From an optimization exercise on the open Yosys and OpenROAD flow, aimed at small area and a short achievable clock period; shortcuts taken in it are not production practice.
Only simulation tests tie the RTL to the original design; equivalence was not proved.
No activity file was given, so power comes from the tool's default toggle rates.

$ cat design/flow/constraint.sdc
create_clock -name core_clock -period 10.0 [get_ports {CLK}]
set_input_delay 2.0000 -clock core_clock [delete_from_list [all_inputs] [get_ports {CLK}]]
set_output_delay 2.0000 -clock core_clock [all_outputs]
set_load 0.01 [all_outputs]
$ cat design/flow/run.sh
#!/bin/bash
# synth_recipe.tcl (not shown) runs the flow's synth.tcl, then flattens the netlist and writes it again
# the make line also repeats each setting of config.mk as NAME=value (left out here)
make -C /OpenROAD-flow-scripts/flow DESIGN_CONFIG=/design/flow/config.mk WORK_HOME=/design/flow/orfs CLKGATE_MAP_FILE= SYNTH_SCRIPT=/design/flow/synth_recipe.tcl finish
$ cat design/flow/config.mk
export PLATFORM = sky130hd
export DESIGN_NAME = fpu_mul
export DESIGN_NICKNAME = fpu_mul
export VERILOG_FILES = /design/flow/design.v
export SDC_FILE = /design/flow/constraint.sdc
export NUM_CORES = 4
export LEC_CHECK = 0
export CAP_MARGIN = 20
export CORE_MARGIN = 2
export CORE_UTILIZATION = 40
export SLEW_MARGIN = 20
$ cat design/flow/design.v
module ffd #( parameter WIDTH = 32)
            ( input                  CLK, 
              input                  RESET,
              input                  EN,
              input      [WIDTH-1:0] D,
              output reg [WIDTH-1:0] Q );
always_ff @(posedge CLK)
  if (RESET)  Q <= 0;
  else if(EN) Q <= D;
endmodule
module mux2 #(parameter WIDTH = 32)
             ( input             S,
               input [WIDTH-1:0] D0,
               input [WIDTH-1:0] D1,
               output[WIDTH-1:0] Y);
assign Y = S ? D1 : D0;
endmodule
module mux4 #(parameter WIDTH = 32)
             ( input [1:0] S,
               input [WIDTH-1:0] D0, D1, D2, D3,
               output[WIDTH-1:0] Y);
assign Y = S[1] ? (S[0] ? D3 : D2)
                : (S[0] ? D1 : D0);
endmodule
module mux8 #(parameter WIDTH = 32)
             ( input [2:0]       S,
               input [WIDTH-1:0] D0, D1, D2, D3, D4, D5, D6, D7,
               output[WIDTH-1:0] Y);
assign Y = S[2] ? (S[1] ? (S[0] ? D7 : D6) :
                          (S[0] ? D5 : D4)):
                  (S[1] ? (S[0] ? D3 : D2) :
                          (S[0] ? D1 : D0));
endmodule
module signext( input  [15:0] a,
                output [31:0] y );
assign y = {{16{a[15]}}, a};
endmodule
module counter #(parameter SIZE = 8) (  input             CLK,
                                        input             RESET,
                                        input             EN,
                                        output [SIZE-1:0] OUT );
logic [SIZE-1:0] cnt;
always_ff@ (posedge CLK)
  if(RESET)
    cnt <= '0;
  else if(EN) cnt <= cnt + 1'b1;
assign OUT = cnt;
endmodule
module shift_reg_lf #(parameter SIZE = 8) ( input             CLK,
                                            input             RESET,
                                            input             IN,
                                            input             EN,
                                            output [SIZE-1:0] OUT );
logic [SIZE-1:0] sreg;
always_ff@ (posedge CLK)
  if(RESET)   sreg <= '0;
  else if(EN) sreg <= {IN, sreg[SIZE-1:1]}; 
assign OUT = sreg;
endmodule
module fpu_mul( input         CLK,
                input         RESET,
                input         EN,
                input  [31:0] A,
                input  [31:0] B,
                output [31:0] Z );
wire        a_sign, b_sign;
wire  [7:0] a_expt, b_expt;
wire [22:0] a_sig_part, b_sig_part;
wire [31:0] abin = A;  
wire [31:0] bbin = B;  
ffd #(32) areg(CLK, RESET, EN, A, {a_sign, a_expt, a_sig_part});
ffd #(32) breg(CLK, RESET, EN, B, {b_sign, b_expt, b_sig_part});
wire [23:0] a_sigd  = {1'b1, a_sig_part};               
wire [23:0] b_sigd  = {1'b1, b_sig_part};               
wire zero = ({a_expt, a_sig_part} == '0) | 
            ({b_expt, b_sig_part} == '0) ;
wire        new_sign  = a_sign ^ b_sign;
wire  [9:0] new_expt  = a_expt + b_expt - 7'd127;
wire [47:0] new_sigd  = a_sigd * b_sigd;
wire        zero_alu;
wire        sign_alu;
wire  [9:0] expt_alu;
wire [47:0] sigd_alu;
ffd #(60) cmp_reg(CLK, RESET, 1'b1, { zero,        
                                      new_sign,    
                                      new_expt,    
                                      new_sigd },  
                                    { zero_alu,
                                      sign_alu,
                                      expt_alu,
                                      sigd_alu });
wire zero_rnd = zero_alu;
wire sign_rnd = sign_alu;
wire  [9:0] expt_rnd = expt_alu;
wire [24:0] sigd_rnd;
round_mul the_roundm(sigd_alu, sigd_rnd );
wire zero_nrm = zero_rnd;
wire sign_nrm = sign_rnd;
wire  [9:0] expt_nrm = sigd_rnd[24] ? ( expt_rnd + 1'b1 ) : expt_rnd;
wire [23:0] sigd_nrm = sigd_rnd[24] ? sigd_rnd[24:1] : sigd_rnd[23:0]; 
wire [30:0] ret_val;          
wire ret_sign = sign_rnd;    
wire ret_zero = expt_nrm[9] | zero_rnd;
wire ret_inf = (expt_nrm[9:8] == 2'b01);
assign ret_val = ret_zero ? 31'd0          :
                  ret_inf ? {8'hFF, 23'h0} :
                            {expt_nrm[7:0], sigd_nrm[22:0]};
ffd #(32) zreg(CLK, RESET, 1'b1, {ret_sign, ret_val}, Z);
endmodule
module round_mul( input  [47:0] S_IN,
                  output [24:0] S_OUT );
wire [22:0] rndbits = S_IN[22:0];
logic [24:0] new_sig;
always_comb
  if(rndbits[22])
    begin
    if(rndbits[21:0] == '0)                       
      begin
      if(S_IN[23]) new_sig = S_IN[47:23] + 1'b1;   
      else         new_sig = S_IN[47:23];  
      end
    else new_sig = S_IN[47:23] + 1'b1;             
    end
  else new_sig = S_IN[47:23];              
assign S_OUT = new_sig;
endmodule
==> run summary <==
The primary flip-flop cell chosen by synthesis mapping is sky130_fd_sc_hd__dfxtp_1. The path class of the tightest hold or removal check is reg2reg. The final routed wirelength across all metal layers is 70600 um.

The clock latency at the later pin of the worst-skew pair is 0.49 ns. The estimated wirelength of the detail-placed design is 54800 um. The actual transition at the worst max-transition pin came out at 1.20 ns. The required time of the worst setup path is 10.38 ns.

The worst setup path is captured at a register. The yosys synthesis warning count came out at 3. For this design the static power due to leakage is 0.0132 uW.

Once detail routing completed, the nets flagged for antenna violations numbered 0. The total area of multi-input combinational cells is 19000 um2. For this run, asynchronously set or reset flops after synthesis account for 0%. Across the whole layout, storage elements account for 3130 um2. The clock-pin slew on the worst setup and hold paths is 0.07 ns. The synthesis-to-layout area growth is 9.64%.

In this run the cell area of the synthesized design comes to 24900 um2. The net count after synthesis came out at 3538. The remaining routing DRC violations came out at 0.

The maximum number of pins on one net before global-route repair came out at 83. The global-route wire length before repair came out at 112000 um. The sequential share of power came out at 26.7%. The cell sitting at the root of the clock tree is a sky130_fd_sc_hd__clkbuf_16. The number of max-slew violations in the final report is 0.

Yosys attributes the largest share of cell area to sky130_fd_sc_hd__fa_1 (39%), sky130_fd_sc_hd__dfxtp_1 (13%), sky130_fd_sc_hd__ha_1 (9.5%), sky130_fd_sc_hd__inv_1 (9.0%), sky130_fd_sc_hd__and2_1 (6.5%). TritonCTS built the clock tree. The share of total power in the clock network is 23.8%.

The CTS buffer count came out at 17. The count of clock tree sinks came out at 156. Ranked by instance count, the synthesized netlist is headed by sky130_fd_sc_hd__inv_1 (601), sky130_fd_sc_hd__fa_1 (483), sky130_fd_sc_hd__nand2_1 (294).

After synthesis the netlist holds a flip-flop and latch count of 156. In this run the deepest clock path goes through 2 buffers. The run finished with no timing, DRC or antenna violations. Counting stages on the worst path, the most repeated cell is sky130_fd_sc_hd__fa_1. Of the post-synthesis cell area, the dominant cell type holds 38.8%. Counting the fill cells in the layout gives 6062. Summing the sequential cell areas from Yosys gives 12.5% of the chip area. For this design the ratio of total power to cell area is 109 nW/um2.

The area of the placeable core came out at 61700 um2. The largest stage delay on the critical path is 0.84 ns. The number of distinct library cells after synthesis is 61.

The fraction of layout instances using a drive strength above 1 is 3.46%. The cell internal power dissipation came out at 1670 uW. The total of cells resized after clock tree synthesis came out at 0. The floorplan has 91 rows. The switching power is 1320 uW. The post-detailed-route wirelength per cell came out at 19.3 um. The post-CTS setup buffer count is 0. The final weighted congestion in routability-driven placement came out at 0.907.

The number of inserted diodes came out at 0. The die width came out at 254 um. For this run, the top clock speed supported by timing is 122 MHz. Of all cell types, the one taking the most synthesized area is sky130_fd_sc_hd__fa_1. The starting utilization of the core area is 40.4%. The worst slew margin relative to its limit came out at 20.0%. The final hold violation count came out at 0. The worst setup path is of the reg2reg kind. Each instance of the synthesized netlist takes up on average 8.92 um2. Traced cell by cell, the critical path runs through clkinv_1, nor2_1, fa_1, fa_1, inv_1, fa_1, inv_1, fa_1, fa_1, fa_1, inv_1, fa_1, inv_1, ha_1, o211ai_1, a31oi_1, a311o_2, a31oi_1, o41ai_1, a21oi_1, mux2_2. The initial antenna violation count is 1. Subtracting the final worst setup slack from the clock period gives 8.19 ns. Global routing used 23.0% of the available tracks. The maximum level of the CTS H-tree is 4. The via count of the first global-routing pass came to 19900. For the worst setup path, the data arrival time is 8.57 ns. The cell type of the slowest stage on the worst timing path is sky130_fd_sc_hd__dfxtp_1. For this block, the via count after detailed routing is 18500. The post-placement worst setup slack is 1.85 ns. The maximum VDD drop came out at 142 uV. In this run the worst path has a maximum fanout of 18.

The post-route core utilization came out at 44.3%. The first TritonRoute pass finished after 4 iterations. The area enclosed by the die boundary came out at 64400 um2. The number of enable flip-flop cells after synthesis is 0. The most instantiated library cell after synthesis is sky130_fd_sc_hd__inv_1. The worst setup path is launched from a register. The max-capacitance violation count is 0. After layout, the worst setup slack is 1.81 ns.

The number of DRC markers after the initial detailed-route iteration is 1133. The total overflow left after global routing is 0. The share of total power consumed by net switching came out at 44.1%. The die is 254 um tall. Setup repair after global routing left no endpoint under its margin.

The number of buffers inserted by hold repair at cts came out at 0. The final hold slack is 0.436 ns. The number of vias per cell after detailed routing came out at 5.05. The share of the clock period used by the worst path came out at 81.9%.

The number of port buffers came out at 98. The clock arrives with 0.0171 ns of skew. The count of boundary I/O pins is 99.

The proportion of power drawn by combinational gates is 49.5%. For the final routed database, the setup TNS stands at 0 ns. For this run, the post-layout net count is 3558.

Setup violations remaining at the end of the flow were counted as 0. The cell count after synthesis came out at 2798.
-- cell families (layout without fill, tap and decap cells) --
logic type	after synthesis	after routing	share of synthesized area, %
AO/OA/AOI/OAI	195	195	5.12
buffers and inverters	740	772	11.3
XOR/XNOR	73	73	2.59
multiplexers	71	71	2.88
adder cells (fa/ha/maj)	673	673	48.3
AND/OR/NAND/NOR	890	890	17.3
flip-flops	156	156	12.5
-- registers in the layout (all words and copies together), names as in the netlist --
register and cells:
cmp_reg.Q 60, areg.Q 32, breg.Q 32, zreg.Q 32
-- per-layer routing --
layer  GRT usage [%]  part of all wire [%]
met1            31.8                    45
met2            36.0                    44
met3            4.37                   7.7
met4            8.42                   3.5
met5               0                 0.018
-- worst max-delay path: cells and delay by family (launching register included) --
| family | cells | cell delay [ns] |
|---|---|---|
| adders and majority gates | 8 | 3.86 |
| AOI/OAI and AO/OA | 6 | 1.86 |
| buffers and inverters | 5 | 0.89 |
| DFF | 1 | 0.84 |
| muxes | 1 | 0.31 |
| and+or+nand+nor | 1 | 0.30 |
-- layout make-up --
type	count	share of cell area, %
Timing Repair Buffer	137	4.64
Clock buffer	17	1.56
Clock inverter	14	0.650
Inverter	604	8.29
Multi-Input combinational cell	1902	69.6
Tap cell	837	3.83
Sequential cell	156	11.4
-- placed cells by master, fill, tap and decap left out, types with 16 or more instances in the layout --
cell type | Yosys | final
sky130_fd_sc_hd__inv_1 | 601 | 601
sky130_fd_sc_hd__fa_1 | 483 | 483
sky130_fd_sc_hd__nand2_1 | 294 | 294
sky130_fd_sc_hd__and2_1 | 261 | 261
sky130_fd_sc_hd__nor2_1 | 196 | 196
sky130_fd_sc_hd__ha_1 | 190 | 190
sky130_fd_sc_hd__dfxtp_1 | 156 | 152
sky130_fd_sc_hd__clkdlybuf4s50_1 | 0 | 96
sky130_fd_sc_hd__a21oi_1 | 70 | 70
sky130_fd_sc_hd__mux2i_1 | 65 | 65
sky130_fd_sc_hd__xnor2_1 | 44 | 43
sky130_fd_sc_hd__buf_4 | 0 | 41
sky130_fd_sc_hd__o21ai_0 | 30 | 30
sky130_fd_sc_hd__xor2_1 | 28 | 28
sky130_fd_sc_hd__nand3_1 | 26 | 26
sky130_fd_sc_hd__nor2b_1 | 23 | 23
sky130_fd_sc_hd__nor4_1 | 21 | 21
sky130_fd_sc_hd__a21o_1 | 20 | 20
sky130_fd_sc_hd__a211oi_1 | 18 | 18
sky130_fd_sc_hd__nor3_1 | 17 | 17
sky130_fd_sc_hd__clkbuf_16 | 0 | 17
sky130_fd_sc_hd__nand4_1 | 16 | 16
-- through the flow --
stage / instance area, um2 / power (uW) / instances
2_1_floorplan: 24900 / 1790 / 2798
3_3_place_gp: 26700 / 2250 / 3636
3_5_place_dp: 26700 / 2280 / 3636
4_1_cts: 27300 / 3010 / 3667
5_1_grt: 27300 / 3230 / 3667
6_report: 27300 / 2980 / 3667
-- worst paths after layout --
| path | startpoint | endpoint | slack, ns | depth (start not counted) |
|---|---|---|---|---|
| hold reg to reg | cmp_reg.Q[58] | zreg.Q[31] | 0.44 | 1 |
| setup / recovery | breg.Q[8] | cmp_reg.Q[46] | 1.81 | 21 |
| setup reg to reg | breg.Q[8] | cmp_reg.Q[46] | 1.81 | 21 |
| hold / removal | cmp_reg.Q[58] | zreg.Q[31] | 0.44 | 1 |
-- power groups by stage --
stage               combinational (uW)  clock, uW  sequential, uW
floorplan                         1020          0             772
global placement                  1440          0             808
detailed placement                1470          0             812
CTS                               1480        730             797
global route                      1670        751             808
finish                            1480        710             798

## afterwards: timing with drivers on the ports
In the flow no input, the clock included, has a driving cell. The finished layout below was timed again as built, in two steps. Step 1 sets driving cells, clkbuf_16 on the clock port and buf_2 on the other inputs (assumed; they add their load-dependent delay and slew). Step 2 moves the port delays by t, midway between the first and last clock arrival at a register: inputs arrive t later, outputs are due t later. That takes back most of the time a late clock gives input paths. Slacks: no drivers / after step 1 / after step 2; pairs: no drivers / after step 1.
shift t [ns]: 0.542
setup slack, ns: 1.807 / 1.807 / 1.807
hold WS [ns]: 0.436 / 0.436 / 0.436
After both steps this run still meets setup and hold. The setup slack of this run moves by 0.000 ns with the drivers and by 0.000 ns with both steps.
